What follows belongs to an exercise in optimizing a design on an open flow for small area, a short achievable clock period and few clock cycles; a production flow would make more cautious choices.
The RTL was checked by simulation tests, not by an equivalence proof against the original design.
Power is estimated from default activity; no workload was simulated.

Setup of pepper:
==> flow/design.v (excerpt) <==
module multi_core_wb #(
    parameter N = 2,
    parameter IMG_SIZE = 64,
    parameter OUTPUT_SIZE = 32
)(
    input clk,
    input rst,
    input         i_wb_cyc,
    input         i_wb_stb,
    input         i_wb_we,
    input  [3:0]  i_wb_sel,
    input  [31:0] i_wb_addr,
    input  [31:0] i_wb_data,
    output reg [31:0] o_wb_data,
    output reg        o_wb_ack,
    output reg        o_wb_stall
);
reg [3:0] cnt;    
reg [2:0] cc;     
always @(posedge clk) begin
  if (rst) begin
    cnt <= 4'd7;
    cc  <= 3'd6;
  end else begin
    cnt <= cnt + 4'd1;
    cc  <= cnt[2:0];
  end
end
wire [3:0] cnt_n = cnt + 4'd1;
reg  stall_i, w_hold;
wire req       = i_wb_cyc & i_wb_stb & ~stall_i;
wire a9        = i_wb_addr[9];
wire acc_pix   = req &  i_wb_we & ~a9;
wire acc_start = req &  i_wb_we &  a9;
wire acc_stat  = req & ~i_wb_we &  a9;
reg       busy;       
reg       done_flag;  
reg       st_wait;    
reg       waitst;     
reg       act;        
reg [1:0] rv;         
wire finish        = act & (rv == 2'd3) & (cc == 3'd1);
wire start_pending = acc_start | waitst;
wire hold_stat     = acc_stat & busy & ~finish;
wire st_wait_n     = hold_stat | (st_wait & ~finish);
always @(posedge clk) begin
  if (rst) begin
    busy      <= 1'b0;
    done_flag <= 1'b0;
    st_wait   <= 1'b0;
    waitst    <= 1'b0;
    act       <= 1'b0;
  end else begin
    busy      <= (busy | acc_start) & ~finish;
    done_flag <= acc_start ? 1'b0 : (done_flag | finish);
    st_wait   <= st_wait_n;
    waitst    <= start_pending & (cc != 3'd7);
    act       <= act_n;
  end
end
  ...
Size: about 4600 flip-flops, about 110 I/O pins, about 120000 um^2 of cells after synthesis.
export LEC_CHECK = 0
export CAP_MARGIN = 20
export CORE_MARGIN = 2
export CORE_UTILIZATION = 60
export CTS_BUF_LIST = sky130_fd_sc_hd__clkbuf_8
export CTS_CLUSTER_DIAMETER = 40
export CTS_CLUSTER_SIZE = 16
export PLACE_DENSITY = 0.7
export SETUP_SLACK_MARGIN = 5
export SLEW_MARGIN = 20
create_clock -name core_clock -period 10.0 [get_ports {clk}]
run.sh (not shown) runs the stock make flow with config.mk's settings and CLKGATE_MAP_FILE= SYNTH_SCRIPT=/design/flow/synth_recipe.tcl, a recipe that flattens the netlist after the stock synthesis.
Testbench counts of pepper, summed over its fixed seeds: cycles 7,736.
Here is what was changed in the inputs of ember compared with pepper.
Settings: removing CTS_CLUSTER_SIZE (formerly 16); setting ABC_CLOCK_PERIOD_IN_PS to 1500 for the first time; removing CTS_BUF_LIST (formerly sky130_fd_sc_hd__clkbuf_8); changing PLACE_DENSITY from 0.7 to 0.65; changing CORE_UTILIZATION from 60 to 50; removing CTS_CLUSTER_DIAMETER (formerly 40).
--- outcome ---
- ember has completed all stages; timing, DRC and antenna checks passed.
- The library cell contributing the largest single delay on the critical path comes out sky130_fd_sc_hd__dfxtp_4 in one run and sky130_fd_sc_hd__a221oi_2 in the other, namely in ember and pepper respectively.
- ember against pepper: routed length per placed instance shrank by 4.7%, actual slew at the worst max-slew pin decreased by 0.085 ns relative to the old numbers, placeable core area rose about 20%.
- ember vs pepper, detailed-routed wire length on met2 went down by about 1.4%.
- Delta (ember minus pepper): fmax went up by about 4%, power went up by about 11%, critical path depth was more or less identical.
Input-level comparison between tundra and ember:
Settings: PLACE_DENSITY: 0.65 -> 0.7; CTS_BUF_LIST: unset -> sky130_fd_sc_hd__clkbuf_8; SETUP_SLACK_MARGIN: 5 -> unset; CORE_UTILIZATION: 50 -> 60; CTS_CLUSTER_DIAMETER: unset -> 40; ABC_CLOCK_PERIOD_IN_PS: 1500 -> unset; CTS_CLUSTER_SIZE: unset -> 16.
==> flow/flow/run.sh (new file) <==
#!/bin/bash
set -euo pipefail
export SETUP_SLACK_MARGIN=6.6
export TNS_END_PERCENT=100
bash standard.sh > standard_flow.log 2>&1
==> flow/standard.sh (new file) <==
#!/bin/bash
# synth_recipe.tcl (not shown) runs the flow's synth.tcl, then flattens the netlist and writes it again
# the make line also repeats each setting of config.mk as NAME=value (left out here)
make -C /OpenROAD-flow-scripts/flow DESIGN_CONFIG=/design/flow/config.mk WORK_HOME=/design/flow/orfs CLKGATE_MAP_FILE= SYNTH_SCRIPT=/design/flow/synth_recipe.tcl "${@:-finish}"
removed: flow/run.sh
==> notes.md <==
Compared with ember, tundra shows a lower largest fanout on the critical path.
Register area essentially unchanged between ember and tundra.
tundra against ember; largest voltage drop on the vdd net is down by a few percent.
Diff ember -> tundra: total length of routed met3 wires increased by about 19% relative to the old numbers, final area decreased by 2400 um^2 relative to the old numbers.
Relative to ember, clock skew decreased by 0.034 ns in tundra.
Looking at origin of the worst setup path, the core[0].rb[1] result is from ember; the o_wb_data[0] one comes from tundra.
Diff ember -> tundra: total track usage went up by 4.6 points; floorplan die area went down by about 17%; power density of the placed cells went down by 3.8%.

what the ideal ports hide:
The results above use ideal ports. As a check the final layouts listed here were re-extracted and re-timed, cells and wires unchanged.
Step 1, drivers: a clkbuf_16 drives clk and a buf_2 each remaining input, both assumed.
Step 2, shift: input delay + t, output delay - t, t = (earliest + latest rising clock arrival at the registers) / 2. This alone moves slack from input paths to output paths.
Three values: no drivers, after step 1, after step 2; two values: the first two.
run | t, ns | setup slack, ns | hold slack, ns | worst register clock-pin slew, ns
pepper | 1.183 | 5.321 / 5.321 / 5.321 | 0.253 / 0.253 / 0.253 | 0.10 / 0.10
ember | 1.034 | 5.494 / 5.494 / 5.494 | 0.254 / 0.254 / 0.254 | 0.07 / 0.07
tundra | 1.183 | 6.395 / 6.313 / 5.582 | 0.278 / 0.278 / 0.278 | 0.10 / 0.10
After both steps every run listed still meets setup and hold. For tundra, which loses most, drivers alone change the setup slack by -0.082 ns; drivers and shift together by -0.813 ns.
